From an optimization exercise on the open Yosys and OpenROAD flow, aimed at small area and a short achievable clock period; shortcuts taken in it are not production practice.
The RTL was checked by simulation tests, not by an equivalence proof against the original design.
No activity file was given, so power comes from the tool's default toggle rates.

## job 9017
## complex_multiplier
module complex_multiplier
(
	input clk, rst,
	input in_valid,
	input [31:0] x_real, x_imag, y_real, y_imag,
	output out_valid,
	output [31:0] xy_real, xy_imag
);
	reg [8:0] valid_pipe;
	always @(posedge clk) begin
		if (rst)
			valid_pipe <= 9'b0;
		else
			valid_pipe <= {valid_pipe[7:0], in_valid};
	end
	assign out_valid = valid_pipe[8];
	reg [31:0] xr, xi, yr, yi;
	reg xr_h, xi_h, yr_h, yi_h;
	reg xr_nan, xi_nan, yr_nan, yi_nan;
	reg xr_inf, xi_inf, yr_inf, yi_inf;
	reg xr_0, xi_0, yr_0, yi_0;
	reg [4:0] xr_lz, xi_lz, yr_lz, yi_lz;
	reg [12:0] yr_one, yr_two, yi_one, yi_two;	 
	always @(posedge clk) begin
		xr <= x_real;
		xi <= x_imag;
		yr <= y_real;
		yi <= y_imag;
		xr_h <= |x_real[30:23];
		xi_h <= |x_imag[30:23];
		yr_h <= |y_real[30:23];
		yi_h <= |y_imag[30:23];
		yr_one <= booth_one({|y_real[30:23], y_real[22:0]});
		yr_two <= booth_two({|y_real[30:23], y_real[22:0]});
		yi_one <= booth_one({|y_imag[30:23], y_imag[22:0]});
		yi_two <= booth_two({|y_imag[30:23], y_imag[22:0]});
		{xr_nan, xr_inf, xr_0, xr_lz} <= classify(x_real);
		{xi_nan, xi_inf, xi_0, xi_lz} <= classify(x_imag);
		{yr_nan, yr_inf, yr_0, yr_lz} <= classify(y_real);
		{yi_nan, yi_inf, yi_0, yi_lz} <= classify(y_imag);
	end
	wire [31:0] rr, ri, ir, ii;
	pipelined_fpu_mul_eff mrr(.clk(clk),
		.a_nan(xr_nan), .a_inf(xr_inf), .a_0(xr_0), .a_lz(xr_lz),
		.b_nan(yr_nan), .b_inf(yr_inf), .b_0(yr_0), .b_lz(yr_lz),
		.a(xr), .a_h(xr_h), .b(yr), .b_h(yr_h), .b_one(yr_one), .b_two(yr_two), .s(rr));
	pipelined_fpu_mul_eff mri(.clk(clk),
		.a_nan(xr_nan), .a_inf(xr_inf), .a_0(xr_0), .a_lz(xr_lz),
		.b_nan(yi_nan), .b_inf(yi_inf), .b_0(yi_0), .b_lz(yi_lz),
		.a(xr), .a_h(xr_h), .b(yi), .b_h(yi_h), .b_one(yi_one), .b_two(yi_two), .s(ri));
	pipelined_fpu_mul_eff mir(.clk(clk),
		.a_nan(xi_nan), .a_inf(xi_inf), .a_0(xi_0), .a_lz(xi_lz),
		.b_nan(yr_nan), .b_inf(yr_inf), .b_0(yr_0), .b_lz(yr_lz),
		.a(xi), .a_h(xi_h), .b(yr), .b_h(yr_h), .b_one(yr_one), .b_two(yr_two), .s(ir));
	pipelined_fpu_mul_eff mii(.clk(clk),
		.a_nan(xi_nan), .a_inf(xi_inf), .a_0(xi_0), .a_lz(xi_lz),
		.b_nan(yi_nan), .b_inf(yi_inf), .b_0(yi_0), .b_lz(yi_lz),
  ...
clock: 21.0 ns
lec_check: 0
abc_area: 1
cap_margin: 20
core_margin: 2
core_utilization: 55
cts_cluster_diameter: 150
cts_cluster_size: 16
slew_margin: 20
standard.sh (not shown) runs the stock make flow with config.mk's settings and CLKGATE_MAP_FILE= SYNTH_SCRIPT=/design/flow/synth_recipe.tcl, a recipe that flattens the netlist after the stock synthesis.
==> flow/flow/run.sh <==
#!/bin/bash
# Layout flow: the standard layout (standard.sh: unchanged synthesis and
# ORFS steps, the design's SDC and clock period) with two ORFS settings given
# to make on its command line:
#  - BUFFER_PORTS_ARGS: the buffers ORFS puts on the input and output ports at
#    global placement are sky130_fd_sc_hd__buf_4 rather than the buffer it
#    picks by default (sky130_fd_sc_hd__clkdlybuf4s50_1, a slow delay cell);
#  - SETUP_SLACK_MARGIN: ORFS's repair_timing steps (after CTS and after global
#    routing) aim for 15.65 ns of setup slack instead of 0, so they also size
#    and buffer the slowest register-to-register paths (the clock period and
#    constraints are unchanged).
# make's full output goes to standard.log here; each ORFS step keeps its own
# log under orfs/logs/.
set -euo pipefail
bash standard.sh \
  "BUFFER_PORTS_ARGS=-buffer_cell sky130_fd_sc_hd__buf_4" \
  "SETUP_SLACK_MARGIN=15.65" \
  finish > standard.log 2>&1
Edits applied to the flow inputs when going from job 9017 to job 5379:
- changing CORE_UTILIZATION from 55 to 62
- changing CTS_CLUSTER_SIZE from 16 to 18
- changing CTS_CLUSTER_DIAMETER from 150 to 200
==> flow/flow/run.sh <==
#!/bin/bash
# Layout flow: the standard layout (standard.sh: unchanged synthesis and
# ORFS steps, the design's SDC and clock period) with two ORFS settings given
# to make on its command line:
#  - BUFFER_PORTS_ARGS: the buffers ORFS puts on the input and output ports at
#    global placement are sky130_fd_sc_hd__buf_4 rather than the buffer it
#    picks by default (sky130_fd_sc_hd__clkdlybuf4s50_1, a slow delay cell);
#  - SETUP_SLACK_MARGIN: ORFS's repair_timing steps (after CTS and after global
#    routing) aim for 15.8 ns of setup slack instead of 0, so they also size
#    and buffer the slowest register-to-register paths (the clock period and
#    constraints are unchanged).
# make's full output goes to standard.log here; each ORFS step keeps its own
# log under orfs/logs/.
set -euo pipefail
bash standard.sh \
  "BUFFER_PORTS_ARGS=-buffer_cell sky130_fd_sc_hd__buf_4" \
  "SETUP_SLACK_MARGIN=15.8" \
  finish > standard.log 2>&1
## What came out
From job 9017 to job 5379 the numbers moved as follows: first-pass GRT wire length saw a decrease, part of the power in combinational logic did not really move, setup slack rose 40 ps, wire length shrank by about 3%.
Between job 9017 and job 5379, maximum number of pins on one net before global-route repair decreased.

-- re-timing with driven ports --
How much do the figures lean on ideal ports? The routed layouts below were timed once more, with nothing changed but the port constraints. Step 1: set_driving_cell puts a clkbuf_16 on clk and a buf_2 on each other input, an assumption about the parent block. Step 2 also shifts input and output timing later by t, the mid clock arrival at the registers, as if the neighbouring blocks saw the same clock. Slacks: no drivers / after step 1 / after step 2; pairs: no drivers / after step 1.
run	t (ns)	slack for setup (ns)	worst setup path after step 2	clock arrival spread, ns	worst data-port slew with drivers (ns)
job 9017	0.916	15.530 / 15.421 / 14.858	input to register	0.068 / 0.067	0.14
job 5379	0.904	15.570 / 15.460 / 15.089	input to register	0.070 / 0.070	0.19
After both steps every run listed still meets setup and hold. The setup slack of job 9017, which loses most, moves by -0.109 ns with the drivers and by -0.672 ns with both steps.
